This is an optimization exercise on Yosys and OpenROAD, whose aim is small area, not a production implementation. At most, simulation tests tie the RTL to the original design; equivalence was not proved. The RTL of run 1 was laid out without a check of its function. Power figures rest on the tool's default switching activity, not on a simulated workload.

==> design/flow/design.v <==
`timescale 1ns / 1ps
module ipmb_watchdog # (
   parameter integer TIMEOUT = 5000
)
(
    input clk,
    input rst,
    output [29:0] gpio_0,
    output [31:0] gpio_1,
    input [1:0] scl_i_in,
    input [1:0] scl_t_in,
    input [1:0] sda_i_in,
    input [1:0] sda_t_in,
    input [1:0] sv_scl_o,
    input [1:0] sv_scl_t,
    input ms_scl_o,
    input ms_scl_t,
    input [1:0] sv_sda_o,
    input [1:0] sv_sda_t,
    input ms_sda_o,
    input ms_sda_t
);
    localparam [12:0] MATCH_MSK = 13'h07fe;
    localparam [12:0] MATCH_VAL = 13'h06be;
    wire [19:0] x = {ms_sda_t, ms_sda_o, sv_sda_t[1], sv_sda_o[1], sv_sda_t[0], sv_sda_o[0],
                     ms_scl_t, ms_scl_o, sv_scl_t[1], sv_scl_o[1], sv_scl_t[0], sv_scl_o[0],
                     sda_t_in[1], sda_i_in[1], sda_t_in[0], sda_i_in[0],
                     scl_t_in[1], scl_i_in[1], scl_t_in[0], scl_i_in[0]};
    reg  [12:0] cnt [0:19];
    reg  [19:0] sflag;      
    wire [19:0] hit;        
    wire [19:0] ev;         
    genvar i, j;
    generate
        for (i = 0; i < 20; i = i + 1) begin : g_single
            assign hit[i] = (cnt[i] & MATCH_MSK) == MATCH_VAL;
            assign ev[i]  = ~x[i] & hit[i];
            always @(posedge clk) begin
                if (rst | x[i] | hit[i])
                    cnt[i] <= 13'd0;
                else
                    cnt[i] <= {~cnt[i][11:0], cnt[i][12] ^ cnt[i][2]};
                if (rst)
                    sflag[i] <= 1'b1;
                else if (ev[i])
                    sflag[i] <= 1'b0;
            end
        end
    endgenerate
    reg  [9:0] sel;         
    wire [9:0] pev;         
    reg  [9:4] pflag;       
    reg  [7:0] gcnt [0:3];
    generate
        for (i = 0; i < 10; i = i + 1) begin : g_pair
            assign pev[i] = ~x[2*i] & ~x[2*i+1] & (sel[i] ? hit[2*i] : hit[2*i+1]);
            always @(posedge clk) begin
                if (rst)
                    sel[i] <= 1'b1;
                else
                    sel[i] <= x[2*i] | (~x[2*i+1] & sel[i]);
            end
            if (i < 4) begin : g_cnt
                wire [8:0] k;
                assign k[0] = pev[i];
                for (j = 0; j < 8; j = j + 1) begin : g_k
                    assign k[j+1] = k[j] & gcnt[i][j];
                end
                always @(posedge clk) begin
                    if (rst)
                        gcnt[i] <= 8'd0;
                    else if (!k[8])
                        gcnt[i] <= gcnt[i] ^ k[7:0];
                end
            end else begin : g_flag
                always @(posedge clk) begin
                    if (rst)
                        pflag[i] <= 1'b1;
                    else if (pev[i])
                        pflag[i] <= 1'b0;
                end
            end
        end
    endgenerate
    wire [3:0] cflag;
    assign cflag[0] = ~|gcnt[0];
    assign cflag[1] = ~|gcnt[1];
    assign cflag[2] = ~|gcnt[2];
    assign cflag[3] = ~|gcnt[3];
    assign gpio_0 = {pflag[9:7], sflag[19:14], pflag[6:4], sflag[13:8],
                     cflag[3:2], sflag[7:4], cflag[1:0], sflag[3:0]};
    assign gpio_1 = {gcnt[3], gcnt[2], gcnt[1], gcnt[0]};
endmodule
==> design/flow/flow/run.sh <==
#!/bin/bash
# Standard ORFS layout, with small port buffers and a lighter clock tree.
set -euo pipefail
export BUFFER_PORTS_ARGS="-buffer_cell sky130_fd_sc_hd__buf_1"
export CTS_ARGS="-sink_clustering_enable -repair_clock_nets -dont_use_dummy_load -buf_list {sky130_fd_sc_hd__clkbuf_4} -root_buf sky130_fd_sc_hd__clkbuf_8 -sink_clustering_size 11 -sink_clustering_max_diameter 35"
bash standard.sh finish > flow_make.log 2>&1
==> design/flow/standard.sh <==
#!/bin/bash
# synth_recipe.tcl (not shown) runs the flow's synth.tcl, then flattens the netlist and writes it again
# the make line also repeats each setting of config.mk as NAME=value (left out here)
make -C /OpenROAD-flow-scripts/flow DESIGN_CONFIG=/design/flow/config.mk WORK_HOME=/design/flow/orfs CLKGATE_MAP_FILE= SYNTH_SCRIPT=/design/flow/synth_recipe.tcl "${@:-finish}"
==> design/flow/config.mk <==
export PLATFORM = sky130hd
export DESIGN_NAME = ipmb_watchdog
export DESIGN_NICKNAME = ipmb_watchdog
export VERILOG_FILES = /design/flow/design.v
export SDC_FILE = /design/flow/constraint.sdc
export NUM_CORES = 4
export LEC_CHECK = 0
export CAP_MARGIN = 20
export CORE_MARGIN = 2
export CORE_UTILIZATION = 70
export PLACE_DENSITY = 0.8
export SLEW_MARGIN = 20
==> design/flow/constraint.sdc <==
create_clock -name core_clock -period 10.0 [get_ports {clk}]
set_input_delay 2.0000 -clock core_clock [delete_from_list [all_inputs] [get_ports {clk}]]
set_output_delay 2.0000 -clock core_clock [all_outputs]
set_load 0.01 [all_outputs]
==> results.txt, run 1 <==
net switching power = 440 uW
Hold Path Depth = 1
layout cells sized above 1 = 0.0523
Sw Share = 0.215
number of hold buffers added after cts = 0
htree depth = 2
hold_sp = cnt[8][11]
syn_nets = 995
fin cells = 1,212
Die Wd = 124 um
Post-DRT Antenna Nets = 0
Wirelength per Cell = 12.1 um
synthesized area = 0.0100 sq mm
setup slack at placement = 5.36 ns
clock network power share = 0.283
CP Capture Type = register
multi-input combinational cell area = 0.00324 sq mm
Power Density = 191 mW/mm^2
Yosys reg bits = 328
Pint = 1.60 mW
initial antenna violation count = 0
Min-Delay Endpoint = cnt[8][12]
Fillers = 999
Yosys warning count = 3
die area = 0.0153 sq mm
first-pass GRT wire length = 25.3 mm
fin crit period = 4.15 ns
CP Max Fanout = 8
HP Class = reg -> reg
post-synth cell types = 32
Clk Latency, worst-skew pair = 0.52 ns
Leak = 4.62 nW
grt ovf = 0
CP Data Required Time = 10.34 ns
clk_skew = 0.0494 ns
Final Hold Viols = 0
Die H = 124 um
final core occ = 0.770
sequential cell fraction of total power = 0.684
clock root buffer = clkbuf_8
Max-Slew Margin vs Limit = 0.444
Fmax achieved = 241 MHz
CTS clk-pin slew, worst paths = 0.10 ns
Ant. Diodes = 0
Total Routing Usage GR = 0.204
largest net degree at the start of global routing = 86
maxcap violations = 0
CP Class = in -> reg
combinational power share = 0.034
Final Slew Violations = 0
DRT met1 WL = 7.13 mm
worst-margin pin slew = 0.834 ns
vias in the first global route = 5,941
Vias = 6,318
R2R Path Start = cnt[5][2]
1st-iter DRT viols = 183
register area = 0.00657 sq mm
drt drc = 0
met3 wire len = 699 um
post-CTS resize count = 0
number of setup buffers added after CTS = 0
maximum vdd drop = 0.000145 V
Port Buf Inserts = 83
HPWL Detailed = 10.0 mm
IO Pins = 84
R2R setup slack = 6.67 ns
RSZ-0062 raised after global routing = false
routability cong. = 0.749
vias per std cell = 5.21
CTS tree = yes
final worst slack = 5.85 ns
data arrival time of the critical path = 4.49 ns
outcome = finished clean
Final period util = 0.415
NumNets Final = 1,088
Register-to-Register Path Depth = 14
final setup TNS = 0 ns
cell row count = 43
Placed Cells = 1,172
Synth Instances = 941
PnR Total Power = 2.04 mW
drt pass-1 iters = 4
CTS buffer count = 40
Core Footprint = 0.0139 sq mm
worst r2r dst = gcnt[2][7]
CTS Buffer Depth = 3
Initial Util = 0.718
Startpoint Class = input port
Avg Cell Area, Syn = 10.6 sq um
Max Used Layer = met4
total clock sinks = 328
met2 WL = 6.54 mm
Area Growth Syn to Fin = 7.15%
Final Setup Violations = 0
sequential fraction of the synthesis area = 0.656
total wire length = 14.6 mm
[routing by layer]
| layer | vias to the layer above | global-route usage |
|---|---|---|
| met5 | - | 0 |
| met4 | 0 | 0.0817 |
| met3 | 20 | 0.0485 |
| met2 | 101 | 0.326 |
| met1 | 2913 | 0.268 |
| li1 | 3284 | - |
[power groups by stage]
stage	Combinational (mW)	Sequential, mW	Clock [mW]
2_1_floorplan	0.0562	1.42	0
4_1_cts	0.0703	1.40	0.606
3_5_place_dp	0.0701	1.43	0
5_1_grt	0.0807	1.41	0.653
6_report	0.0685	1.40	0.578
3_3_place_gp	0.0667	1.43	0
[Yosys cell counts]
master      n  area share
a21o_1      9      0.0068
a21oi_1     4      0.0020
a221oi_1    4      0.0035
and4_1      3      0.0026
and4b_1    12       0.012
buf_1       4      0.0015
buf_2      18      0.0090
buf_6       2      0.0023
clkbuf_1    9      0.0034
dfxtp_1   328        0.66
ha_1       32       0.040
inv_1      10      0.0038
mux2i_1    33       0.033
nand2_1    14      0.0053
nand2_2     1     0.00063
nand2b_1   29       0.018
nand4_1    22       0.014
nand4b_1    9      0.0079
nor2_1    306        0.11
nor2_2      5      0.0031
nor3_1      9      0.0045
nor4_1      8      0.0050
nor4bb_1    3      0.0030
o21ai_0    18      0.0090
o21ba_2     2      0.0020
o21bai_1    2      0.0015
o32a_1      2      0.0020
or2_2       3      0.0019
or3_1       9      0.0056
or4_1      10      0.0075
or4_4       1      0.0011
xnor2_1    20       0.018
[logic make-up after synthesis]
family                   Yosys count  synth area share
buffers and inverters             43            0.0199
AND/OR/NAND/NOR                  444             0.207
flip-flops                       328             0.656
AO/OA/AOI/OAI                     41            0.0268
adder cells (fa/ha/maj)           32            0.0400
multiplexers                      33            0.0330
XOR/XNOR                          20            0.0175
[state kept, by name (all words and copies together) (netlist names)]
register  flops
gcnt         32
sel          10
cnt         260
sflag        20
pflag         6
[critical path, cell delays in order]
cell      delay (ns)
buf_1           0.08
nand2b_1        0.15
a221oi_1        0.45
ha_1            0.23
ha_1            0.15
ha_1            0.14
ha_1            0.14
ha_1            0.13
ha_1            0.14
ha_1            0.14
ha_1            0.43
mux2i_1         0.25
nor2_1          0.05
[worst max-delay path by stage]
stage | to | startpoint
3_3_place_gp | gcnt[2][6] | sda_t_in[0]
4_1_cts | gcnt[2][7] | sda_t_in[0]
2_1_floorplan | gcnt[0][0] | scl_t_in[0]
5_1_grt | gcnt[2][7] | sda_t_in[0]
3_5_place_dp | gcnt[2][6] | sda_t_in[0]
6_report | gcnt[2][7] | sda_t_in[0]
[through the flow]
stage	hold WS (ns)	instance area, sq um
2_1_floorplan	0.368	10000
3_3_place_gp	0.369	10400
3_5_place_dp	0.372	10400
4_1_cts	0.370	10700
5_1_grt	0.389	10700
6_report	0.363	10700
[final cells by class]
| type | instances | area share |
|---|---|---|
| multi-input combinational | 570 | 0.302 |
| inverter | 10 | 0.00350 |
| tap | 180 | 0.0210 |
| timing repair buffer | 84 | 0.0299 |
| sequential | 328 | 0.612 |
| clock buffer | 40 | 0.0309 |
[cell usage in the layout, fill, tap and decap left out, types with 4 or more instances in the layout]
master,n
nand2_1,14
buf_1,82
clkbuf_8,5
or4_1,10
a221oi_1,4
nand4b_1,9
nor2_2,5
o21ai_0,18
and4b_1,12
xnor2_1,20
nand2b_1,29
mux2i_1,33
a21o_1,9
nor3_1,9
nand4_1,22
nor2_1,306
inv_1,10
ha_1,32
nor4_1,8
clkbuf_4,35
or3_1,9
dfxtp_1,328
a21oi_1,4
==> run 2, diff against run 1 <==
--- a/design/flow/design.v
+++ b/design/flow/design.v
@@ -63,5 +63,5 @@
             if (i < 4) begin : g_cnt
                 wire [8:0] k;
-                assign k[0] = pev[i];
+                assign k[0] = pev[i] & ~&gcnt[i];
                 for (j = 0; j < 8; j = j + 1) begin : g_k
                     assign k[j+1] = k[j] & gcnt[i][j];
@@ -70,5 +70,5 @@
                     if (rst)
                         gcnt[i] <= 8'd0;
-                    else if (!k[8])
+                    else
                         gcnt[i] <= gcnt[i] ^ k[7:0];
                 end
==> design/flow/flow/run.sh (replaced) <==
#!/bin/bash
# Standard ORFS layout, with small port buffers, a lighter clock tree, and
# synthesis cells brought to their smallest drive strength before floorplanning.
set -euo pipefail
here=$(pwd)
export PRE_FLOORPLAN_TCL="$here/flow/downsize.tcl"
export BUFFER_PORTS_ARGS="-buffer_cell sky130_fd_sc_hd__buf_1"
export CTS_ARGS="-sink_clustering_enable -repair_clock_nets -dont_use_dummy_load -buf_list {sky130_fd_sc_hd__clkbuf_4} -root_buf sky130_fd_sc_hd__clkbuf_8 -sink_clustering_size 11 -sink_clustering_max_diameter 35"
bash standard.sh finish > flow_make.log 2>&1
==> design/flow/flow/downsize.tcl (new file) <==
set_dont_use $::env(DONT_USE_CELLS)
# Give every combinational cell the smallest drive strength of its function
# (timing has several ns of slack; repair_design re-buffers any net that needs it).
set n 0
set saved 0.0
foreach inst [get_cells *] {
  set master [get_property $inst ref_name]
  if { ![regexp {^(sky130_fd_sc_hd__[a-z0-9]+)_([0-9]+)$} $master -> base drv] } { continue }
  if { [string match "*__df*" $base] || [string match "*__sdf*" $base] || [string match "*__edf*" $base] } { continue }
  if { [string match "*__conb*" $base] || [string match "*tap*" $base] || [string match "*__clk*" $base] } { continue }
  set best ""
  set best_area [get_property [get_lib_cells */$master] area]
  foreach d {0 1 2} {
    if { $d >= $drv } { break }
    set cand [get_lib_cells -quiet */${base}_$d]
    if { [llength $cand] == 0 } { continue }
    if { [get_property $cand dont_use] } { continue }
    set a [get_property $cand area]
    if { $a < $best_area } { set best ${base}_$d; set best_area $a }
  }
  if { $best ne "" } {
    set saved [expr { $saved + [get_property [get_lib_cells */$master] area] - $best_area }]
    replace_cell $inst [get_lib_cells */$best]
    incr n
  }
}
puts "downsize: resized $n cells, saving [format %.1f $saved] um2"
remove_buffers
--- a/design/flow/config.mk
+++ b/design/flow/config.mk
@@ -8,5 +8,5 @@
 export CAP_MARGIN = 20
 export CORE_MARGIN = 2
-export CORE_UTILIZATION = 70
-export PLACE_DENSITY = 0.8
+export CORE_UTILIZATION = 85
+export PLACE_DENSITY = 0.92
 export SLEW_MARGIN = 20
==> run 2 against run 1 <==
Effect of this change:
- fmax is 9.8% higher
- cell count is 3.8% lower
- wire length is 42% higher
- synthesized cell count is 4.5% lower
- clock power is 1% higher
- critical endpoint is now gpio_0[4]
- critical path depth is 10 lower
- die area is 20% lower
- critical path type is now reg -> out
- utilization is 16 points higher
- synthesized area is 3.1% lower
- clock skew is 0.0073 ns lower
==> results.txt, run 2 <==
Final Hold Viols = 0 (unchanged)
Fillers = 363 (was 999)
largest net degree at the start of global routing = 80 (was 86)
commonest non-fill, non-tap cells in the layout = dfxtp_1, nor2_1, buf_1 (unchanged)
Vias = 6,914 (was 6,318)
RSZ-0062 raised after global routing = false (unchanged)
CTS clk-pin slew, worst paths = 0.11 ns (was 0.10 ns)
Final Slew Violations = 0 (unchanged)
htree depth = 2 (unchanged)
CP Class = reg -> out (was in -> reg)
R2R Path Start = cnt[1][2] (was cnt[5][2])
CP Capture Type = output port (was register)
NumNets Final = 1,075 (was 1,088)
drt drc = 0 (unchanged)
Final period util = 0.378 (was 0.415)
Clk Latency, worst-skew pair = 0.52 ns (about the same)
number of hold buffers added after cts = 0 (unchanged)
Port Buf Inserts = 83 (unchanged)
CTS Buffer Depth = 3 (unchanged)
1st-iter DRT viols = 575 (was 183)
design area = 0.0105 sq mm (was 0.0107 sq mm)
die area = 0.0123 sq mm (was 0.0153 sq mm)
drt pass-1 iters = 5 (was 4)
layout cells sized above 1 = 0.0440 (was 0.0523)
IO Pins = 84 (unchanged)
clock root buffer = clkbuf_8 (unchanged)
maximum vdd drop = 0.000156 V (was 0.000145 V)
HPWL Detailed = 13.0 mm (was 10.0 mm)
vias per std cell = 5.93 (was 5.21)
Avg Cell Area, Syn = 10.8 sq um (was 10.6 sq um)
commonest non-fill, non-tap cell in the layout = dfxtp_1 (unchanged)
HP Class = reg -> reg (unchanged)
Core Footprint = 0.0113 sq mm (was 0.0139 sq mm)
crit path from = gcnt[0][3] (was sda_t_in[0])
Yosys warning count = 3 (unchanged)
Final Setup Violations = 0 (unchanged)
number of setup buffers added after CTS = 0 (unchanged)
Top reg by flops = cnt (unchanged)
initial antenna violation count = 0 (unchanged)
Post-DRT Antenna Nets = 0 (unchanged)
hold_sp = cnt[7][0] (was cnt[8][11])
hold_ws = 0.357 ns (was 0.363 ns)
post-CTS resize count = 0 (unchanged)
Startpoint Class = register (was input port)
largest registers = cnt (260), gcnt (32), sflag (20) (unchanged)
total wire length = 20.8 mm (was 14.6 mm)
CTS buffer count = 39 (was 40)
fin crit period = 3.78 ns (was 4.15 ns)
grt ovf = 0 (unchanged)
Die H = 111 um (was 124 um)
R2R setup slack = 6.88 ns (was 6.67 ns)
clk_skew = 0.0421 ns (was 0.0494 ns)
data arrival time of the critical path = 1.78 ns (was 4.49 ns)
first-pass GRT wire length = 34.3 mm (was 25.3 mm)
Die Wd = 111 um (was 124 um)
routability cong. = 0.808 (was 0.749)
outcome = finished clean (unchanged)
Area after DPL = 0.0102 sq mm (was 0.0104 sq mm)
final setup TNS = 0 ns (unchanged)
Fmax achieved = 265 MHz (was 241 MHz)
Area Growth Syn to Fin = 8.57% (was 7.15%)
CP Max Fanout = 4 (was 8)
Synth Instances = 899 (was 941)
syn_nets = 949 (was 995)
cell row count = 39 (was 43)
Leak = 4.58 nW (was 4.62 nW)
Wirelength per Cell = 17.8 um (was 12.1 um)
total clock sinks = 328 (unchanged)
max reg flops = 260 (unchanged)
Power Density = 196 mW/mm^2 (was 191 mW/mm^2)
Max-Slew Margin vs Limit = 0.446 (was 0.444)
final worst slack = 6.22 ns (was 5.85 ns)
synthesized area = 0.00970 sq mm (was 0.0100 sq mm)
CP Data Required Time = 8.00 ns (was 10.34 ns)
CTS tree = yes (unchanged)
vias in the first global route = 7,206 (was 5,941)
Total Routing Usage GR = 0.344 (was 0.204)
worst-margin pin slew = 0.831 ns (was 0.834 ns)
Ant. Diodes = 0 (unchanged)
Initial Util = 0.860 (was 0.718)
setup slack at placement = 6.09 ns (was 5.36 ns)
maxcap violations = 0 (unchanged)
run 2: cell count changes in the layout (fill, tap and decap cells not counted), sizes merged, moves of 6 or more:
cell,before,now
mux2i,33,4
nor2b,0,28
nor2,311,287
nor4,8,17
inv,10,17
nand2,15,9
run 2: through the flow:
step,util,cells,power [mW]
6_report,0.934,1166,2.06
4_1_cts,0.934,1166,2.06
5_1_grt,0.934,1166,2.13
3_5_place_dp,0.905,1127,1.50
3_3_place_gp,0.905,1127,1.49
2_1_floorplan,-,899,1.47
run 2: area by class of cell:
type                       instances  area, sq um  share of cell area
tap                              143          179              0.0170
sequential                       328         6570               0.624
multi-input combinational        554         3070               0.291
timing repair buffer              85          328              0.0311
inverter                          17         63.8             0.00606
clock buffer                      39          324              0.0308
run 2: worst paths after layout:
kind,cells past startpoint,to
setup / recovery,3,gpio_0[4]
hold / removal,1,cnt[7][1]
setup reg to reg,13,gcnt[0][7]
hold reg to reg,1,cnt[7][1]
run 2: power breakdown:
part,total (mW),internal [mW],switching (mW)
sequential,1.40,1.37,0.0368
combinational,0.0749,0.0265,0.0484
clock,0.585,0.204,0.381
total,2.06,1.60,0.466
run 2: layer usage:
layer  GRT usage  routed length [um]  vias up
li1            -                   -     3242
met1       0.390                7980     3309
met2       0.639               11000      286
met3      0.0590                1130       77
met4       0.147                 751        0
met5           0                   0        -
run 2: critical path, cell delays in order, from the launching register on:
cell     delay (ns)
dfxtp_1        0.36
or4_1          0.55
nor2_1         0.12
buf_1          0.22
==> run 3, diff against run 2 <==
--- a/design/flow/config.mk
+++ b/design/flow/config.mk
@@ -8,5 +8,5 @@
 export CAP_MARGIN = 20
 export CORE_MARGIN = 2
-export CORE_UTILIZATION = 85
-export PLACE_DENSITY = 0.92
+export CORE_UTILIZATION = 70
+export PLACE_DENSITY = 0.8
 export SLEW_MARGIN = 20
==> run 3 against run 2 <==
Effect of this change:
- still clean
- utilization is 16 points lower
- synthesized cell count stayed put
- sequential share of layout area is 0.40 points lower
- setup slack better by 0.10 ns
- synthesized area stayed put
- cell count is 3.4% higher
- count of clock-buffer cells in the layout is 3 higher
- total power is 0.52% lower
- fmax is 2.7% higher
- clock skew is 0.011 ns higher
- global-route usage is 14 points lower
- critical path type unchanged
==> results.txt, run 3 <==
vias per std cell = 5.11 (was 5.93)
Power Density = 194 mW/mm^2 (was 196 mW/mm^2)
CP Class = reg -> out (unchanged)
layout cells sized above 1 = 0.0468 (was 0.0440)
Final Setup Violations = 0 (unchanged)
Final Slew Violations = 0 (unchanged)
CP max stage cell = or4_1 (unchanged)
CTS tree = yes (unchanged)
number of hold buffers added after cts = 0 (unchanged)
CP Max Fanout = 4 (unchanged)
most used routing layer = met2 (unchanged)
drt pass-1 iters = 4 (was 5)
Max-Slew Margin vs Limit = 0.495 (was 0.446)
Yosys warning count = 3 (unchanged)
maximum vdd drop = 0.000120 V (was 0.000156 V)
fin crit period = 3.68 ns (was 3.78 ns)
CTS Buffer Depth = 3 (unchanged)
commonest non-fill, non-tap cell in the layout = dfxtp_1 (unchanged)
number of setup buffers added after CTS = 0 (unchanged)
Die Wd = 122 um (was 111 um)
sequential cell fraction of total power = 0.680 (about the same)
IO Pins = 84 (unchanged)
worst-margin pin slew = 0.757 ns (was 0.831 ns)
syn_nets = 949 (unchanged)
final setup TNS = 0 ns (unchanged)
combinational power share = 0.033 (was 0.036)
CTS clk-pin slew, worst paths = 0.11 ns (about the same)
post-CTS resize count = 0 (unchanged)
largest registers = cnt (260), gcnt (32), sflag (20) (unchanged)
Clk Latency, worst-skew pair = 0.53 ns (was 0.52 ns)
Leak = 4.59 nW (was 4.58 nW)
outcome = finished clean (unchanged)
CP Data Required Time = 8.00 ns (about the same)
first-pass GRT wire length = 24.8 mm (was 34.3 mm)
GR Util met2 = 0.323 (was 0.639)
CTS buffer count = 42 (was 39)
GR Layer Usage met1 = 0.274 (was 0.390)
Initial Util = 0.707 (was 0.860)
die area = 0.0148 sq mm (was 0.0123 sq mm)
routability cong. = 0.720 (was 0.808)
drt drc = 0 (unchanged)
commonest non-fill, non-tap cells in the layout = dfxtp_1, nor2_1, buf_1 (unchanged)
Sw Share = 0.215 (was 0.226)
clock root buffer = clkbuf_8 (unchanged)
Core Footprint = 0.0137 sq mm (was 0.0113 sq mm)
max reg flops = 260 (unchanged)
Post-DRT Antenna Nets = 0 (unchanged)
maxcap violations = 0 (unchanged)
total clock sinks = 328 (unchanged)
Register-to-Register Path Depth = 12 (was 13)
Pint = 1.61 mW (was 1.60 mW)
final core occ = 0.772 (was 0.934)
R2R setup slack = 7.24 ns (was 6.88 ns)
cell row count = 43 (was 39)
Avg Cell Area, Syn = 10.8 sq um (unchanged)
clk_skew = 0.0536 ns (was 0.0421 ns)
largest net degree at the start of global routing = 48 (was 80)
clock network power share = 0.288 (was 0.284)
Wirelength per Cell = 11.9 um (was 17.8 um)
crit path from = gcnt[3][1] (was gcnt[0][3])
1st-iter DRT viols = 249 (was 575)
Synth Instances = 899 (unchanged)
Top reg by flops = cnt (unchanged)
grt ovf = 0 (unchanged)
sequence of cells on the critical path = or4_1 -> nor2_1 -> buf_1 (unchanged)
HP Class = reg -> reg (unchanged)
Final Hold Viols = 0 (unchanged)
HPWL Detailed = 9.82 mm (was 13.0 mm)
htree depth = 2 (unchanged)
CP Capture Type = output port (unchanged)
Critical path destination = gpio_0[11] (was gpio_0[4])
Final period util = 0.368 (was 0.378)
Area Growth Syn to Fin = 9.28% (was 8.57%)
Total Routing Usage GR = 0.203 (was 0.344)
vias in the first global route = 5,840 (was 7,206)
PnR Total Power = 2.05 mW (was 2.06 mW)
Die H = 122 um (was 111 um)
Ant. Diodes = 0 (unchanged)
Crit path largest cell delay = 0.55 ns (about the same)
NumNets Final = 1,078 (was 1,075)
synthesized area = 0.00970 sq mm (unchanged)
Startpoint Class = register (unchanged)
Fmax achieved = 272 MHz (was 265 MHz)
RSZ-0062 raised after global routing = false (unchanged)
GR Layer Usage met3 = 0.0435 (was 0.0590)
initial antenna violation count = 0 (unchanged)
R2R Path Start = cnt[3][9] (was cnt[1][2])
Port Buf Inserts = 83 (unchanged)
hold_ws = 0.336 ns (was 0.357 ns)
data arrival time of the critical path = 1.68 ns (was 1.78 ns)
total wire length = 14.4 mm (was 20.8 mm)
Vias = 6,168 (was 6,914)
net switching power = 442 uW (was 466 uW)
worst r2r dst = gcnt[1][6] (was gcnt[0][7])
==> run 3: per-layer routing <==
metal | up-vias | wire [um]
met3 | 22 | 536
li1 | 3235 | -
met4 | 0 | 246
met5 | - | 0
met2 | 91 | 6390
met1 | 2820 | 7230
==> run 3: cell type report <==
| class | count | area [sq um] |
|---|---|---|
| flip-flops and latches | 328 | 6570 |
| fillers | 959 | 3120 |
| multi-input cells | 554 | 3070 |
| clock buffers | 42 | 347 |
| repair buffers | 85 | 328 |
| well taps | 180 | 225 |
| inverters | 17 | 63.8 |
==> run 3: stage by stage <==
| stage | worst slack [ns] | cells | instance area (sq um) |
|---|---|---|---|
| after floorplan | 6.46 | 899 | 9700 |
| after global placement | 6.20 | 1164 | 10200 |
| after detailed placement | 6.14 | 1164 | 10200 |
| after CTS | 6.28 | 1206 | 10600 |
| after global routing | 6.19 | 1206 | 10600 |
| final | 6.32 | 1206 | 10600 |
==> run 3: worst max-delay path, delay by kind of cell, from the launching register on <==
family / cells / cell delay (ns)
buf+inv: 1 / 0.15
flops: 1 / 0.37
simple gates: 2 / 0.65
==> run 3: worst min path at each step <==
stage | start | endpoint | cells past startpoint
final | cnt[12][0] | cnt[12][1] | 1
after global routing | cnt[12][0] | cnt[12][1] | 1
after CTS | cnt[18][11] | cnt[18][12] | 1
after detailed placement | cnt[7][0] | cnt[7][1] | 1
after global placement | cnt[15][0] | cnt[15][1] | 1
after floorplan | cnt[0][11] | cnt[0][12] | 1
==> run 3: power groups by stage <==
| stage | clock network [mW] | registers [mW] | logic, mW |
|---|---|---|---|
| 2_1_floorplan | 0 | 1.42 | 0.0470 |
| 3_3_place_gp | 0 | 1.42 | 0.0648 |
| 3_5_place_dp | 0 | 1.43 | 0.0680 |
| 4_1_cts | 0.612 | 1.40 | 0.0683 |
| 5_1_grt | 0.663 | 1.40 | 0.0784 |
| 6_report | 0.590 | 1.40 | 0.0670 |
==> run 4, diff against run 3 <==
--- a/design/flow/flow/downsize.tcl
+++ b/design/flow/flow/downsize.tcl
@@ -1,3 +1,15 @@
+# Run before floorplanning, on the standard synthesis netlist. Registers are
+# left as they are; only the combinational cells change.
 set_dont_use $::env(DONT_USE_CELLS)
+
+# drop synthesis buffers, then re-map the combinational logic for area
+remove_buffers
+file mkdir $::env(OBJECTS_DIR)/rmp
+restructure -liberty_file [lindex $::env(LIB_FILES) 0] -target area \
+  -tielo_port [join $::env(TIELO_CELL_AND_PORT) /] \
+  -tiehi_port [join $::env(TIEHI_CELL_AND_PORT) /] \
+  -work_dir $::env(OBJECTS_DIR)/rmp
+report_design_area
+
 # Give every combinational cell the smallest drive strength of its function
 # (timing has several ns of slack; repair_design re-buffers any net that needs it).
@@ -26,3 +38,3 @@
 }
 puts "downsize: resized $n cells, saving [format %.1f $saved] um2"
-remove_buffers
+report_design_area
==> run 4 against run 3 <==
Effect of this change:
- synthesized cell count grew 6.7%
- critical path depth grew 14
- synthesized area shrank 1.6%
- cell count grew 4.3%
- die area shrank 1.5%
- sequential power is essentially flat
- critical endpoint is now gcnt[2][6]
- sequential share of layout area grew 1.1 points
- largest power group unchanged
- critical path type is now in -> reg
- wire length grew 8.4%
- non-clock buffer count shrank 1
- combinational power is essentially flat
==> results.txt, run 4 <==
outcome = finished clean (unchanged)
Final Hold Viols = 0 (unchanged)
fin crit period = 3.87 ns (was 3.68 ns)
CTS Buffer Depth = 3 (unchanged)
CP Class = in -> reg (was reg -> out)
IO Pins = 84 (unchanged)
Top reg by flops = cnt (unchanged)
Core Footprint = 0.0133 sq mm (was 0.0137 sq mm)
clock network power share = 0.280 (was 0.288)
Total Routing Usage GR = 0.222 (was 0.203)
HPWL Detailed = 10.4 mm (was 9.82 mm)
CP Max Fanout = 3 (was 4)
Sw Share = 0.217 (was 0.215)
Leak = 4.15 nW (was 4.59 nW)
most used routing layer = met2 (unchanged)
post-CTS resize count = 0 (unchanged)
maxcap violations = 0 (unchanged)
CP Data Required Time = 10.34 ns (was 8.00 ns)
Initial Util = 0.718 (was 0.707)
layout cells sized above 1 = 0.0388 (was 0.0468)
fin cells = 1,258 (was 1,206)
Wirelength per Cell = 12.4 um (was 11.9 um)
Power Density = 196 mW/mm^2 (was 194 mW/mm^2)
commonest non-fill, non-tap cells in the layout = dfxtp_1, nor2_1, clkinv_1 (was dfxtp_1, nor2_1, buf_1)
Synth Instances = 959 (was 899)
Area Growth Syn to Fin = 9.06% (was 9.28%)
Placed Cells = 1,219 (was 1,164)
net switching power = 442 uW (about the same)
clock root buffer = clkbuf_8 (unchanged)
max reg flops = 260 (unchanged)
sequential cell fraction of total power = 0.687 (was 0.680)
Final Setup Violations = 0 (unchanged)
number of setup buffers added after CTS = 0 (unchanged)
drt pass-1 iters = 4 (unchanged)
CP Capture Type = register (was output port)
Fillers = 958 (was 959)
Final period util = 0.387 (was 0.368)
Die Wd = 121 um (was 122 um)
GR Util met2 = 0.351 (was 0.323)
CTS clk-pin slew, worst paths = 0.10 ns (was 0.11 ns)
Post-DRT Antenna Nets = 0 (unchanged)
worst r2r dst = gcnt[0][6] (was gcnt[1][6])
Max-Slew Margin vs Limit = 0.506 (was 0.495)
drt drc = 0 (unchanged)
GR Layer Usage met3 = 0.0519 (was 0.0435)
NumNets Final = 1,106 (was 1,078)
Yosys warning count = 3 (unchanged)
Final Slew Violations = 0 (unchanged)
synthesized area = 0.00955 sq mm (was 0.00970 sq mm)
total wire length = 15.6 mm (was 14.4 mm)
Vias = 6,631 (was 6,168)
1st-iter DRT viols = 305 (was 249)
cell row count = 42 (was 43)
data arrival time of the critical path = 4.21 ns (was 1.68 ns)
number of hold buffers added after cts = 0 (unchanged)
Pint = 1.59 mW (was 1.61 mW)
CTS buffer count = 39 (was 42)
Port Buf Inserts = 83 (unchanged)
GR Layer Usage met1 = 0.300 (was 0.274)
routability cong. = 0.768 (was 0.720)
htree depth = 2 (unchanged)
R2R setup slack = 6.77 ns (was 7.24 ns)
Clk Latency, worst-skew pair = 0.53 ns (about the same)
Register-to-Register Path Depth = 17 (was 12)
vias in the first global route = 6,128 (was 5,840)
Critical path destination = gcnt[2][6] (was gpio_0[11])
die area = 0.0146 sq mm (was 0.0148 sq mm)
Avg Cell Area, Syn = 9.95 sq um (was 10.8 sq um)
worst-margin pin slew = 0.731 ns (was 0.757 ns)
clk_skew = 0.0455 ns (was 0.0536 ns)
PnR Total Power = 2.04 mW (was 2.05 mW)
commonest non-fill, non-tap cell in the layout = dfxtp_1 (unchanged)
Ant. Diodes = 0 (unchanged)
R2R Path Start = cnt[1][8] (was cnt[3][9])
HP Class = reg -> reg (unchanged)
setup slack at placement = 5.65 ns (was 6.14 ns)
CTS tree = yes (unchanged)
maximum vdd drop = 0.000131 V (was 0.000120 V)
Die H = 121 um (was 122 um)
crit path from = sda_i_in[0] (was gcnt[3][1])
largest registers = cnt (260), gcnt (32), sflag (20) (unchanged)
Startpoint Class = input port (was register)
largest net degree at the start of global routing = 53 (was 48)
RSZ-0062 raised after global routing = false (unchanged)
syn_nets = 981 (was 949)
grt ovf = 0 (unchanged)
final worst slack = 6.13 ns (was 6.32 ns)
first-pass GRT wire length = 26.7 mm (was 24.8 mm)
total clock sinks = 328 (unchanged)
Fmax achieved = 259 MHz (was 272 MHz)
initial antenna violation count = 0 (unchanged)
final setup TNS = 0 ns (unchanged)
vias per std cell = 5.27 (was 5.11)
combinational power share = 0.033 (about the same)
## run 4: through the flow
| step | instance area [sq um] | utilization | hold WS (ns) |
|---|---|---|---|
| final | 10400 | 0.783 | 0.357 |
| after global routing | 10400 | 0.783 | 0.358 |
| after CTS | 10400 | 0.783 | 0.357 |
| after detailed placement | 10100 | 0.759 | 0.371 |
| after global placement | 10100 | 0.759 | 0.368 |
| after floorplan | 9550 | - | 0.368 |
## run 4: how the worst min path moves through the flow
stage	startpoint	to	slack, ns	depth (start not counted)
after floorplan	cnt[0][11]	cnt[0][12]	0.37	1
after global placement	cnt[3][0]	cnt[3][1]	0.37	1
after detailed placement	cnt[7][11]	cnt[7][12]	0.37	1
after CTS	cnt[15][0]	cnt[15][1]	0.36	1
after global routing	cnt[15][0]	cnt[15][1]	0.36	1
final	cnt[15][0]	cnt[15][1]	0.36	1
## run 4: area by class of cell
type                            count  area, sq um  area share
Sequential cell                   328         6570       0.631
Tap cell                          176          220      0.0212
Clock buffer                       39          324      0.0311
Inverter                           86          323      0.0310
Timing Repair Buffer               84          320      0.0308
Multi-Input combinational cell    545         2660       0.255
## run 4: power groups by stage
| stage | Clock [mW] | Combinational [mW] | Sequential, mW |
|---|---|---|---|
| after floorplan | 0 | 0.0451 | 1.42 |
| after global placement | 0 | 0.0641 | 1.43 |
| after detailed placement | 0 | 0.0678 | 1.43 |
| after CTS | 0.596 | 0.0678 | 1.40 |
| after global routing | 0.651 | 0.0783 | 1.41 |
| final | 0.570 | 0.0669 | 1.40 |
## run 4: worst max-delay path: stages
cell and delay [ns]:
buf_1 0.09, a311oi_1 0.24, o221ai_1 0.18, nor2_1 0.17, clkinv_1 0.10, nor2_1 0.14, clkinv_1 0.10, nor2_1 0.14
clkinv_1 0.10, nor2_1 0.13, clkinv_1 0.10, nor2_1 0.14, clkinv_1 0.10, nor2_1 0.16, clkinv_1 0.11, nor2_1 0.13
a211oi_1 0.06
## run 4: per-layer routing
metal | vias up | part of all wire
met2 | 116 | 0.45
li1 | 3432 | -
met5 | - | 0
met4 | 0 | 0.017
met1 | 3059 | 0.49
met3 | 24 | 0.042
==> run 5, diff against run 4 <==
==> design/flow/flow/run.sh (replaced) <==
#!/bin/bash
# Standard ORFS layout, with small port buffers, a lighter clock tree, and
# synthesis cells brought to their smallest drive strength before floorplanning.
set -euo pipefail
here=$(pwd)
export PRE_FLOORPLAN_TCL="$here/flow/downsize.tcl"
export BUFFER_PORTS_ARGS="-buffer_cell sky130_fd_sc_hd__buf_1"
export CTS_ARGS="-sink_clustering_enable -repair_clock_nets -dont_use_dummy_load -buf_list {sky130_fd_sc_hd__clkbuf_4} -root_buf sky130_fd_sc_hd__clkbuf_4 -sink_clustering_size 12 -sink_clustering_max_diameter 60"
bash standard.sh finish > flow_make.log 2>&1
==> run 5 against run 4 <==
Effect of this change:
- still clean on timing, DRC and antenna
- count of clock-buffer cells in the layout down 8
- largest cell class unchanged
- first-iteration DRC count increased by 7.9%
- die area did not move
- via count fell by 0.97%
- sequential share of layout area increased by 0.56 points
==> results.txt, run 5 <==
outcome = finished clean (unchanged)
CTS buffer count = 31 (was 39)
largest net degree at the start of global routing = 53 (unchanged)
post-CTS resize count = 0 (unchanged)
NumNets Final = 1,098 (was 1,106)
1st-iter DRT viols = 329 (was 305)
number of setup buffers added after CTS = 0 (unchanged)
total clock sinks = 328 (unchanged)
number of hold buffers added after cts = 0 (unchanged)
synthesized area = 0.00955 sq mm (unchanged)
cell row count = 42 (unchanged)
CP Max Fanout = 3 (unchanged)
Post-DRT Antenna Nets = 0 (unchanged)
Fmax achieved = 253 MHz (was 259 MHz)
Final period util = 0.395 (was 0.387)
final worst slack = 6.05 ns (was 6.13 ns)
Port Buf Inserts = 83 (unchanged)
Die Wd = 121 um (unchanged)
worst-margin pin slew = 0.757 ns (was 0.731 ns)
max reg flops = 260 (unchanged)
HP Class = reg -> reg (unchanged)
vias per std cell = 5.25 (was 5.27)
Synth Instances = 959 (unchanged)
Top reg by flops = cnt (unchanged)
routability cong. = 0.768 (unchanged)
Clk Latency, worst-skew pair = 0.65 ns (was 0.53 ns)
Power Density = 190 mW/mm^2 (was 196 mW/mm^2)
Final Slew Violations = 0 (unchanged)
Yosys warning count = 3 (unchanged)
Die H = 121 um (unchanged)
CTS Buffer Depth = 3 (unchanged)
CTS clk-pin slew, worst paths = 0.12 ns (was 0.10 ns)
Final Hold Viols = 0 (unchanged)
fin crit period = 3.95 ns (was 3.87 ns)
Core Footprint = 0.0133 sq mm (unchanged)
Vias = 6,567 (was 6,631)
grt ovf = 0 (unchanged)
htree depth = 1 (was 2)
largest registers = cnt (260), gcnt (32), sflag (20) (unchanged)
total wire length = 15.5 mm (was 15.6 mm)
Total Routing Usage GR = 0.215 (was 0.222)
data arrival time of the critical path = 1.95 ns (was 4.21 ns)
drt drc = 0 (unchanged)
maximum vdd drop = 0.000175 V (was 0.000131 V)
Placed Cells = 1,219 (unchanged)
commonest non-fill, non-tap cell in the layout = dfxtp_1 (unchanged)
commonest non-fill, non-tap cells in the layout = dfxtp_1, nor2_1, clkinv_1 (unchanged)
Initial Util = 0.718 (unchanged)
Fillers = 951 (was 958)
Avg Cell Area, Syn = 9.95 sq um (unchanged)
first-pass GRT wire length = 26.3 mm (was 26.7 mm)
Startpoint Class = register (was input port)
IO Pins = 84 (unchanged)
clk_skew = 0.0554 ns (was 0.0455 ns)
final setup TNS = 0 ns (unchanged)
setup slack at placement = 5.65 ns (unchanged)
CP Capture Type = output port (was register)
die area = 0.0146 sq mm (unchanged)
HPWL Detailed = 10.4 mm (unchanged)
fin cells = 1,250 (was 1,258)
maxcap violations = 0 (unchanged)
syn_nets = 981 (unchanged)
RSZ-0062 raised after global routing = false (unchanged)
Leak = 4.10 nW (was 4.15 nW)
Area Growth Syn to Fin = 8.10% (was 9.06%)
Max-Slew Margin vs Limit = 0.488 (was 0.506)
PnR Total Power = 1.96 mW (was 2.04 mW)
vias in the first global route = 6,019 (was 6,128)
CP Class = reg -> out (was in -> reg)
clock root buffer = clkbuf_4 (was clkbuf_8)
drt pass-1 iters = 4 (unchanged)
Ant. Diodes = 0 (unchanged)
CP Data Required Time = 8.00 ns (was 10.34 ns)
CTS tree = yes (unchanged)
initial antenna violation count = 0 (unchanged)
Final Setup Violations = 0 (unchanged)
Wirelength per Cell = 12.4 um (about the same)
layout cells sized above 1 = 0.0317 (was 0.0388)
run 5: stage by stage:
stage                util  area, sq um  hold slack (ns)
floorplan               -         9550            0.368
global placement    0.759        10100            0.368
detailed placement  0.759        10100            0.371
CTS                 0.776        10300            0.356
global route        0.776        10300            0.358
finish              0.776        10300            0.356
run 5: where the power goes:
| group | switching (mW) | internal (mW) |
|---|---|---|
| clock network | 0.354 | 0.143 |
| logic | 0.0434 | 0.0235 |
| registers | 0.0318 | 1.37 |
| total | 0.430 | 1.53 |
run 5: path summary, 6_finish.rpt:
check / slack [ns] / from / cells after the start / end
worst max-delay path: 6.05 / gcnt[0][6] / 3 / gpio_0[4]
worst min-delay path: 0.36 / cnt[16][5] / 1 / cnt[16][6]
worst max register to register: 6.79 / cnt[1][2] / 17 / gcnt[0][6]
worst min register to register: 0.36 / cnt[16][5] / 1 / cnt[16][6]
run 5: layout make-up:
cell class	instances	area (sq um)	share of cell area
tap	176	220	0.0213
clock buffer	31	233	0.0226
inverter	86	323	0.0313
sequential	328	6570	0.636
timing repair buffer	84	320	0.0310
multi-input combinational	545	2660	0.257
run 5: worst max-delay path, stage by stage, from the launching register on:
cell and delay (ns):
dfxtp_1 0.36, or3_1 0.38, nor4_1 0.28, buf_1 0.27
run 5: per-layer routing:
metal  vias to the layer above  wire [um]  track usage
met5                         -          0            0
met4                         0        211       0.0509
met3                        22        596       0.0396
met2                       111       6870        0.349
met1                      3024       7770        0.302
li1                       3410          -            -
==> run 6, diff against run 5 <==
==> design/flow/flow/run.sh (replaced) <==
#!/bin/bash
# Standard ORFS layout, with small port buffers, a lighter clock tree, and
# synthesis cells brought to their smallest drive strength before floorplanning.
set -euo pipefail
here=$(pwd)
export PRE_FLOORPLAN_TCL="$here/flow/downsize.tcl"
export BUFFER_PORTS_ARGS="-buffer_cell sky130_fd_sc_hd__buf_1"
export CTS_ARGS="-sink_clustering_enable -repair_clock_nets -dont_use_dummy_load -buf_list {sky130_fd_sc_hd__clkbuf_4} -root_buf sky130_fd_sc_hd__clkbuf_4 -sink_clustering_size 11 -sink_clustering_max_diameter 60"
bash standard.sh finish > flow_make.log 2>&1
--- a/design/flow/config.mk
+++ b/design/flow/config.mk
@@ -6,4 +6,5 @@
 export NUM_CORES = 4
 export LEC_CHECK = 0
+export ABC_AREA = 1
 export CAP_MARGIN = 20
 export CORE_MARGIN = 2
==> run 6 against run 5 <==
Effect of this change:
- non-clock buffer count grew 1
- die area decreased by 0.64%
- via count decreased by 0.97%
- synthesized cell count shrank 0.73%
- final area about the same
- synthesized area fell by 0.66%
- utilization is 0.29 points higher
- clock skew shrank 0.032 ns
- highest routed layer unchanged
==> results.txt, run 6 <==
Final Hold Viols = 0 (unchanged)
Register-to-Register Path Depth = 17 (unchanged)
Area Growth Syn to Fin = 8.79% (was 8.10%)
Final Slew Violations = 0 (unchanged)
post-CTS resize count = 0 (unchanged)
syn_nets = 974 (was 981)
CP Class = reg -> out (unchanged)
GR Layer Usage met3 = 0.0580 (was 0.0396)
CTS Buffer Depth = 3 (unchanged)
commonest non-fill, non-tap cells in the layout = dfxtp_1, nor2_1, clkinv_1 (unchanged)
Clk Latency, worst-skew pair = 0.61 ns (was 0.65 ns)
Die H = 120 um (was 121 um)
fin crit period = 3.96 ns (was 3.95 ns)
first-pass GRT wire length = 26.7 mm (was 26.3 mm)
final core occ = 0.779 (was 0.776)
Wirelength per Cell = 12.2 um (was 12.4 um)
worst-margin pin slew = 0.602 ns (was 0.757 ns)
Initial Util = 0.716 (was 0.718)
Vias = 6,503 (was 6,567)
Post-DRT Antenna Nets = 0 (unchanged)
Leak = 4.08 nW (was 4.10 nW)
outcome = finished clean (unchanged)
crit path from = gcnt[1][7] (was gcnt[0][6])
largest net degree at the start of global routing = 55 (was 53)
Final period util = 0.396 (was 0.395)
synthesized area = 0.00948 sq mm (was 0.00955 sq mm)
Top reg by flops = cnt (unchanged)
vias per std cell = 5.21 (was 5.25)
Total Routing Usage GR = 0.221 (was 0.215)
Die Wd = 120 um (was 121 um)
Startpoint Class = register (unchanged)
drt drc = 0 (unchanged)
design area = 0.0103 sq mm (about the same)
hold_sp = cnt[12][11] (was cnt[16][5])
R2R Path Start = cnt[4][2] (was cnt[1][2])
layout cells sized above 1 = 0.0354 (was 0.0317)
Final Setup Violations = 0 (unchanged)
GR Util met2 = 0.354 (was 0.349)
Yosys warning count = 3 (unchanged)
NumNets Final = 1,096 (was 1,098)
HP Class = reg -> reg (unchanged)
Port Buf Inserts = 83 (unchanged)
sequence of cells on the critical path = or3_1 -> nor4_1 -> buf_1 (unchanged)
final setup TNS = 0 ns (unchanged)
total wire length = 15.2 mm (was 15.5 mm)
clock root buffer = clkbuf_4 (unchanged)
routability cong. = 0.787 (was 0.768)
maxcap violations = 0 (unchanged)
clk_skew = 0.0232 ns (was 0.0554 ns)
CTS buffer count = 35 (was 31)
CTS tree = yes (unchanged)
buffers plus inverters on the worst setup path = 1 (unchanged)
1st-iter DRT viols = 274 (was 329)
Core Footprint = 0.0132 sq mm (was 0.0133 sq mm)
Max-Slew Margin vs Limit = 0.599 (was 0.488)
drt pass-1 iters = 7 (was 4)
Avg Cell Area, Syn = 9.96 sq um (was 9.95 sq um)
GR Layer Usage met1 = 0.299 (was 0.302)
IO Pins = 84 (unchanged)
Hold Path Depth = 1 (unchanged)
htree depth = 2 (was 1)
initial antenna violation count = 1 (was 0)
number of setup buffers added after CTS = 0 (unchanged)
vias in the first global route = 6,143 (was 6,019)
die area = 0.0145 sq mm (was 0.0146 sq mm)
maximum vdd drop = 0.000145 V (was 0.000175 V)
max reg flops = 260 (unchanged)
PnR Total Power = 1.99 mW (was 1.96 mW)
CP Max Fanout = 4 (was 3)
Fmax achieved = 252 MHz (was 253 MHz)
commonest non-fill, non-tap cell in the layout = dfxtp_1 (unchanged)
CP Depth = 3 (unchanged)
Synth Instances = 952 (was 959)
CP Data Required Time = 8.00 ns (about the same)
largest registers = cnt (260), gcnt (32), sflag (20) (unchanged)
CP Capture Type = output port (unchanged)
total clock sinks = 328 (unchanged)
number of hold buffers added after cts = 0 (unchanged)
cell row count = 42 (unchanged)
CTS clk-pin slew, worst paths = 0.11 ns (was 0.12 ns)
Top delay family on crit path = simple AND/OR/NAND/NOR gates (unchanged)
grt ovf = 0 (unchanged)
Area after DPL = 0.0100 sq mm (was 0.0101 sq mm)
HPWL Detailed = 10.2 mm (was 10.4 mm)
Crit path largest cell delay = 0.44 ns (was 0.38 ns)
Fillers = 969 (was 951)
Power Density = 193 mW/mm^2 (was 190 mW/mm^2)
data arrival time of the critical path = 1.96 ns (was 1.95 ns)
CP max stage cell = nor4_1 (was or3_1)
most used routing layer = met2 (unchanged)
RSZ-0062 raised after global routing = false (unchanged)
## run 6: area by class of cell
type | instances | area (sq um) | area share
flip-flops and latches | 328 | 6570 | 0.637
multi-input cells | 532 | 2570 | 0.249
inverters | 92 | 345 | 0.0335
repair buffers | 85 | 348 | 0.0337
well taps | 176 | 220 | 0.0213
clock buffers | 35 | 263 | 0.0255
diodes | 1 | 2.50 | 0.000243
## run 6: worst paths after layout
check | to | slack (ns)
setup / recovery | gpio_0[5] | 6.04
hold / removal | cnt[12][12] | 0.37
setup reg to reg | gcnt[2][6] | 6.94
hold reg to reg | cnt[12][12] | 0.37
## run 6: metrics by stage
step / setup slack (ns) / instances / hold slack, ns
5_1_grt: 5.80 / 1249 / 0.384
6_report: 6.04 / 1249 / 0.373
3_3_place_gp: 5.76 / 1212 / 0.369
4_1_cts: 5.97 / 1247 / 0.374
3_5_place_dp: 5.61 / 1212 / 0.371
2_1_floorplan: 6.05 / 952 / 0.368
## run 6: worst reg2reg max path, cell delays in order, from the launching register on
cell	delay, ns
dfxtp_1	0.40
nand4_1	0.14
nor4b_1	0.44
o221ai_1	0.23
nor2_1	0.18
clkinv_1	0.10
nor2_1	0.15
clkinv_1	0.10
nor2_1	0.14
clkinv_1	0.10
nor2_1	0.16
clkinv_1	0.10
nor2_1	0.14
clkinv_1	0.10
nor2_1	0.14
clkinv_1	0.11
nor2_1	0.14
a211oi_1	0.06
## run 6: routing by layer
| layer | vias up | wire, um |
|---|---|---|
| met3 | 16 | 807 |
| met1 | 2958 | 7480 |
| met2 | 113 | 6740 |
| met4 | 0 | 209 |
| li1 | 3416 | - |
| met5 | - | 0 |
## run 6: power breakdown
part	internal (mW)	leakage [nW]	switching, mW
sequential	1.37	2.71	0.0319
combinational	0.0232	1.22	0.0423
clock	0.163	0.161	0.363
total	1.55	4.08	0.437
==> run 7, diff against run 6 <==
==> design/flow/flow/run.sh (replaced) <==
#!/bin/bash
# Standard ORFS layout, with small port buffers, a lighter clock tree, and
# synthesis cells brought to their smallest drive strength before floorplanning.
set -euo pipefail
here=$(pwd)
export PRE_FLOORPLAN_TCL="$here/flow/downsize.tcl"
export BUFFER_PORTS_ARGS="-buffer_cell sky130_fd_sc_hd__buf_1"
export CTS_ARGS="-sink_clustering_enable -repair_clock_nets -dont_use_dummy_load -buf_list {sky130_fd_sc_hd__clkbuf_8} -root_buf sky130_fd_sc_hd__clkbuf_8 -sink_clustering_size 20 -sink_clustering_max_diameter 60"
bash standard.sh finish > flow_make.log 2>&1
==> run 7 against run 6 <==
Effect of this change:
- still clean
- via count fell by 1.6%
- cell count fell by 1.3%
- sequential share of layout area fell by 0.062 points
- clock power rose by 2%
- clock skew rose by 0.023 ns
- global-route usage fell by 0.49 points
==> results.txt, run 7 <==
outcome = finished clean (unchanged)
Initial Util = 0.716 (unchanged)
Crit path largest cell delay = 0.44 ns (about the same)
Max-Slew Margin vs Limit = 0.595 (was 0.599)
most used routing layer = met2 (unchanged)
CP max stage cell = nor4_1 (unchanged)
htree depth = 1 (was 2)
CTS tree = yes (unchanged)
Sw Share = 0.214 (was 0.219)
Die H = 120 um (unchanged)
setup slack at placement = 5.61 ns (unchanged)
syn_nets = 974 (unchanged)
cell row count = 42 (unchanged)
drt drc = 0 (unchanged)
largest registers = cnt (260), gcnt (32), sflag (20) (unchanged)
IO Pins = 84 (unchanged)
crit path from = gcnt[1][7] (unchanged)
Final period util = 0.390 (was 0.396)
post-CTS resize count = 0 (unchanged)
PnR Total Power = 2.00 mW (was 1.99 mW)
layout cells sized above 1 = 0.0218 (was 0.0354)
Register-to-Register Path Depth = 17 (unchanged)
sequential cell fraction of total power = 0.700 (was 0.703)
Pint = 1.57 mW (was 1.55 mW)
clock root buffer = clkbuf_8 (was clkbuf_4)
largest net degree at the start of global routing = 55 (unchanged)
Wirelength per Cell = 12.3 um (was 12.2 um)
Port Buf Inserts = 83 (unchanged)
CP Max Fanout = 4 (unchanged)
CP Capture Type = output port (unchanged)
HP Class = reg -> reg (unchanged)
CTS Buffer Depth = 3 (unchanged)
1st-iter DRT viols = 293 (was 274)
net switching power = 428 uW (was 437 uW)
Power Density = 194 mW/mm^2 (was 193 mW/mm^2)
Area after DPL = 0.0100 sq mm (unchanged)
final worst slack = 6.10 ns (was 6.04 ns)
Post-DRT Antenna Nets = 0 (unchanged)
max reg flops = 260 (unchanged)
GR Util met2 = 0.361 (was 0.354)
data arrival time of the critical path = 1.90 ns (was 1.96 ns)
hold_sp = cnt[12][3] (was cnt[12][11])
Placed Cells = 1,212 (unchanged)
initial antenna violation count = 0 (was 1)
routability cong. = 0.787 (unchanged)
clk_skew = 0.0462 ns (was 0.0232 ns)
Die Wd = 120 um (unchanged)
Leak = 4.07 nW (was 4.08 nW)
drt pass-1 iters = 4 (was 7)
final setup TNS = 0 ns (unchanged)
maxcap violations = 0 (unchanged)
number of setup buffers added after CTS = 0 (unchanged)
maximum vdd drop = 0.000155 V (was 0.000145 V)
Yosys warning count = 3 (unchanged)
CP Data Required Time = 8.00 ns (about the same)
HPWL Detailed = 10.2 mm (unchanged)
vias in the first global route = 6,026 (was 6,143)
R2R Path Start = cnt[4][2] (unchanged)
total clock sinks = 328 (unchanged)
commonest non-fill, non-tap cells in the layout = dfxtp_1, nor2_1, clkinv_1 (unchanged)
Ant. Diodes = 0 (was 1)
CTS clk-pin slew, worst paths = 0.11 ns (about the same)
fin crit period = 3.90 ns (was 3.96 ns)
Avg Cell Area, Syn = 9.96 sq um (unchanged)
first-pass GRT wire length = 26.4 mm (was 26.7 mm)
final core occ = 0.780 (was 0.779)
Final Slew Violations = 0 (unchanged)
Final Hold Viols = 0 (unchanged)
synthesized area = 0.00948 sq mm (unchanged)
grt ovf = 0 (unchanged)
Startpoint Class = register (unchanged)
CTS buffer count = 20 (was 35)
fin cells = 1,233 (was 1,249)
GR Layer Usage met1 = 0.294 (was 0.299)
total wire length = 15.2 mm (about the same)
sequence of cells on the critical path = or3_1 -> nor4_1 -> buf_1 (unchanged)
Area Growth Syn to Fin = 8.89% (was 8.79%)
Clk Latency, worst-skew pair = 0.52 ns (was 0.61 ns)
Synth Instances = 952 (unchanged)
vias per std cell = 5.19 (was 5.21)
worst-margin pin slew = 0.599 ns (was 0.602 ns)
Hold Path Depth = 1 (unchanged)
clock network power share = 0.267 (was 0.264)
commonest non-fill, non-tap cell in the layout = dfxtp_1 (unchanged)
hold_ws = 0.347 ns (was 0.373 ns)
RSZ-0062 raised after global routing = false (unchanged)
number of hold buffers added after cts = 0 (unchanged)
Top reg by flops = cnt (unchanged)
combinational power share = 0.033 (about the same)
design area = 0.0103 sq mm (about the same)
Vias = 6,399 (was 6,503)
Total Routing Usage GR = 0.216 (was 0.221)
NumNets Final = 1,081 (was 1,096)
GR Layer Usage met3 = 0.0392 (was 0.0580)
Fmax achieved = 257 MHz (was 252 MHz)
Final Setup Violations = 0 (unchanged)
CP Class = reg -> out (unchanged)
Core Footprint = 0.0132 sq mm (unchanged)
die area = 0.0145 sq mm (unchanged)
run 7: path summary, 6_finish.rpt:
path,to,slack [ns]
setup / recovery,gpio_0[5],6.10
hold reg to reg,cnt[12][4],0.35
hold / removal,cnt[12][4],0.35
setup reg to reg,gcnt[2][6],6.99
run 7: worst max-delay path: cells and delay by family, from the launching register on:
kind	cells	cell delay [ns]
buffers and inverters	1	0.20
and+or+nand+nor	2	0.81
DFF	1	0.36
run 7: layout make-up:
class,count,area (sq um)
flip-flops and latches,328,6570
fillers,957,2920
multi-input cells,532,2570
repair buffers,85,348
inverters,92,345
clock buffers,20,275
well taps,176,220
run 7: power groups by stage:
stage	combinational, mW	sequential (mW)	clock [mW]
CTS	0.0654	1.40	0.553
floorplan	0.0435	1.42	0
global route	0.0771	1.41	0.598
detailed placement	0.0653	1.43	0
global placement	0.0622	1.43	0
finish	0.0658	1.40	0.535
run 7: layer usage:
metal / share of wire / wire length, um
met5: 0 / 0
met2: 0.45 / 6780
met1: 0.49 / 7510
met4: 0.015 / 224
met3: 0.045 / 679
==> run 8, diff against run 7 <==
==> design/flow/flow/run.sh (replaced) <==
#!/bin/bash
# Standard ORFS layout, with small port buffers, a lighter clock tree, and
# synthesis cells brought to their smallest drive strength before floorplanning.
set -euo pipefail
here=$(pwd)
export PRE_FLOORPLAN_TCL="$here/flow/downsize.tcl"
export BUFFER_PORTS_ARGS="-buffer_cell sky130_fd_sc_hd__buf_1"
export CTS_ARGS="-sink_clustering_enable -repair_clock_nets -dont_use_dummy_load -buf_list {sky130_fd_sc_hd__clkbuf_4} -root_buf sky130_fd_sc_hd__clkbuf_4 -sink_clustering_size 12 -sink_clustering_max_diameter 45"
bash standard.sh finish > flow_make.log 2>&1
==> run 8 against run 7 <==
Effect of this change:
- setup slack worse by 0.088 ns
- largest power group unchanged
- highest routed layer unchanged
- fmax is 2.2% lower
- worst hold slack worse by 0.013 ns
- clock skew is 0.0028 ns higher
- still clean
- combinational power is 0.6% lower
- wire length is 0.97% lower
- synthesized cell count stayed put
- utilization is 0.30 points lower
==> results.txt, run 8 <==
Pint = 1.53 mW (was 1.57 mW)
Total Routing Usage GR = 0.215 (was 0.216)
Final period util = 0.398 (was 0.390)
Startpoint Class = register (unchanged)
data arrival time of the critical path = 1.98 ns (was 1.90 ns)
IO Pins = 84 (unchanged)
Area Growth Syn to Fin = 8.47% (was 8.89%)
Final Hold Viols = 0 (unchanged)
1st-iter DRT viols = 295 (was 293)
syn_nets = 974 (unchanged)
Yosys warning count = 3 (unchanged)
Placed Cells = 1,212 (unchanged)
sequence of cells on the critical path = or3_1 -> nor4_1 -> buf_1 (unchanged)
CTS Buffer Depth = 3 (unchanged)
outcome = finished clean (unchanged)
commonest non-fill, non-tap cells in the layout = dfxtp_1, nor2_1, clkinv_1 (unchanged)
NumNets Final = 1,092 (was 1,081)
commonest non-fill, non-tap cell in the layout = dfxtp_1 (unchanged)
Sw Share = 0.217 (was 0.214)
Vias = 6,450 (was 6,399)
vias in the first global route = 6,086 (was 6,026)
Final Slew Violations = 0 (unchanged)
sequential cell fraction of total power = 0.715 (was 0.700)
worst r2r dst = gcnt[2][6] (unchanged)
CTS tree = yes (unchanged)
CP Data Required Time = 8.00 ns (about the same)
Die H = 120 um (unchanged)
Post-DRT Antenna Nets = 0 (unchanged)
Power Density = 190 mW/mm^2 (was 194 mW/mm^2)
synthesized area = 0.00948 sq mm (unchanged)
hold_sp = cnt[13][11] (was cnt[12][3])
Initial Util = 0.716 (unchanged)
drt pass-1 iters = 6 (was 4)
first-pass GRT wire length = 26.3 mm (was 26.4 mm)
final core occ = 0.777 (was 0.780)
layout cells sized above 1 = 0.0318 (was 0.0218)
Wirelength per Cell = 12.1 um (was 12.3 um)
Leak = 4.06 nW (was 4.07 nW)
maxcap violations = 0 (unchanged)
HPWL Detailed = 10.2 mm (unchanged)
Clk Latency, worst-skew pair = 0.67 ns (was 0.52 ns)
CP Depth = 3 (unchanged)
total clock sinks = 328 (unchanged)
Fmax achieved = 251 MHz (was 257 MHz)
Port Buf Inserts = 83 (unchanged)
total wire length = 15.1 mm (was 15.2 mm)
Avg Cell Area, Syn = 9.96 sq um (unchanged)
worst-margin pin slew = 0.600 ns (was 0.599 ns)
initial antenna violation count = 1 (was 0)
number of hold buffers added after cts = 0 (unchanged)
Synth Instances = 952 (unchanged)
buffers plus inverters on the worst setup path = 1 (unchanged)
htree depth = 1 (unchanged)
Fillers = 984 (was 957)
post-CTS resize count = 0 (unchanged)
CP Capture Type = output port (unchanged)
final setup TNS = 0 ns (unchanged)
clock root buffer = clkbuf_4 (was clkbuf_8)
CTS buffer count = 31 (was 20)
Final Setup Violations = 0 (unchanged)
clk_skew = 0.0490 ns (was 0.0462 ns)
vias per std cell = 5.18 (was 5.19)
Register-to-Register Path Depth = 17 (unchanged)
R2R setup slack = 6.98 ns (was 6.99 ns)
Core Footprint = 0.0132 sq mm (unchanged)
Top delay family on crit path = simple AND/OR/NAND/NOR gates (unchanged)
cell row count = 42 (unchanged)
HP Class = reg -> reg (unchanged)
Die Wd = 120 um (unchanged)
CP max stage cell = nor4_1 (unchanged)
max reg flops = 260 (unchanged)
net switching power = 424 uW (was 428 uW)
RSZ-0062 raised after global routing = false (unchanged)
fin crit period = 3.98 ns (was 3.90 ns)
CP Class = reg -> out (unchanged)
routability cong. = 0.787 (unchanged)
CP Max Fanout = 4 (unchanged)
Max-Slew Margin vs Limit = 0.600 (was 0.595)
number of setup buffers added after CTS = 0 (unchanged)
maximum vdd drop = 0.000117 V (was 0.000155 V)
Min-Delay Endpoint = cnt[13][12] (was cnt[12][4])
Top reg by flops = cnt (unchanged)
fin cells = 1,245 (was 1,233)
largest registers = cnt (260), gcnt (32), sflag (20) (unchanged)
Hold Path Depth = 1 (unchanged)
clock network power share = 0.252 (was 0.267)
CTS clk-pin slew, worst paths = 0.11 ns (about the same)
grt ovf = 0 (unchanged)
drt drc = 0 (unchanged)
Crit path largest cell delay = 0.44 ns (about the same)
largest net degree at the start of global routing = 55 (unchanged)
die area = 0.0145 sq mm (unchanged)
R2R Path Start = cnt[4][2] (unchanged)
combinational power share = 0.033 (about the same)
## run 8: layout make-up
class                      instances  area (sq um)  share of cell area
tap                              176           220              0.0214
multi-input combinational        532          2570               0.250
sequential                       328          6570               0.638
clock buffer                      31           233              0.0226
antenna                            1          2.50            0.000243
inverter                          92           345              0.0336
timing repair buffer              85           348              0.0338
## run 8: worst max-delay path by stage
stage | from | endpoint
6_report | gcnt[1][7] | gpio_0[5]
3_5_place_dp | sda_i_in[0] | gcnt[2][6]
4_1_cts | gcnt[1][7] | gpio_0[5]
5_1_grt | sda_i_in[0] | gcnt[2][6]
2_1_floorplan | scl_i_in[0] | gcnt[0][6]
3_3_place_gp | sda_i_in[0] | gcnt[2][6]
## run 8: metrics by stage
step	area (sq um)	hold WS (ns)	total power [mW]	setup slack, ns
after floorplan	9480	0.368	1.46	6.05
after global placement	10000	0.369	1.49	5.76
after detailed placement	10000	0.371	1.49	5.61
after CTS	10300	0.330	1.98	5.94
after global routing	10300	0.335	2.05	5.84
final	10300	0.335	1.96	6.02
## run 8: power by group through the flow
stage	Combinational [mW]	Clock, mW	Sequential, mW
final	0.0654	0.493	1.40
after detailed placement	0.0653	0	1.43
after floorplan	0.0435	0	1.42
after global routing	0.0771	0.565	1.41
after global placement	0.0622	0	1.43
after CTS	0.0651	0.514	1.40
## run 8: layer usage
metal	up-vias	track usage	part of all wire
li1	3391	-	-
met1	2928	0.295	0.49
met2	111	0.352	0.45
met3	20	0.0415	0.049
met4	0	0.0574	0.014
met5	-	0	0

re-timing with driven ports:
The flow's constraints put no driver on any port. The routed layouts listed below were extracted and timed again, unchanged, in two steps.
Step 1 (the two cells are an assumption about what drives the block):
set clk [get_ports {clk}]
set_driving_cell -lib_cell sky130_fd_sc_hd__clkbuf_16 $clk
set_driving_cell -lib_cell sky130_fd_sc_hd__buf_2 [delete_from_list [all_inputs] $clk]
Step 2, shift: input delay + t, output delay - t, t = (earliest + latest rising clock arrival at the registers) / 2. This alone moves slack from input paths to output paths.
Three values: ideal ports, drivers, drivers and shift; two values: the first two.
run	t (ns)	slack for setup (ns)	hold WS [ns]
run 1	0.533	5.850 / 5.869 / 5.336	0.363 / 0.363 / 0.363
run 2	0.537	6.221 / 6.186 / 6.004	0.357 / 0.357 / 0.357
run 3	0.544	6.322 / 6.284 / 6.111	0.336 / 0.336 / 0.336
run 4	0.540	6.134 / 6.143 / 5.602	0.357 / 0.357 / 0.357
run 5	0.658	6.048 / 6.012 / 5.628	0.356 / 0.356 / 0.356
run 6	0.632	6.038 / 6.002 / 5.571	0.373 / 0.373 / 0.373
run 7	0.534	6.104 / 6.067 / 5.612	0.347 / 0.347 / 0.347
run 8	0.661	6.016 / 5.979 / 5.585	0.335 / 0.335 / 0.335
After both steps every run listed still meets setup and hold. The setup slack of run 4, which loses most, moves by +0.009 ns with the drivers and by -0.532 ns with both steps.
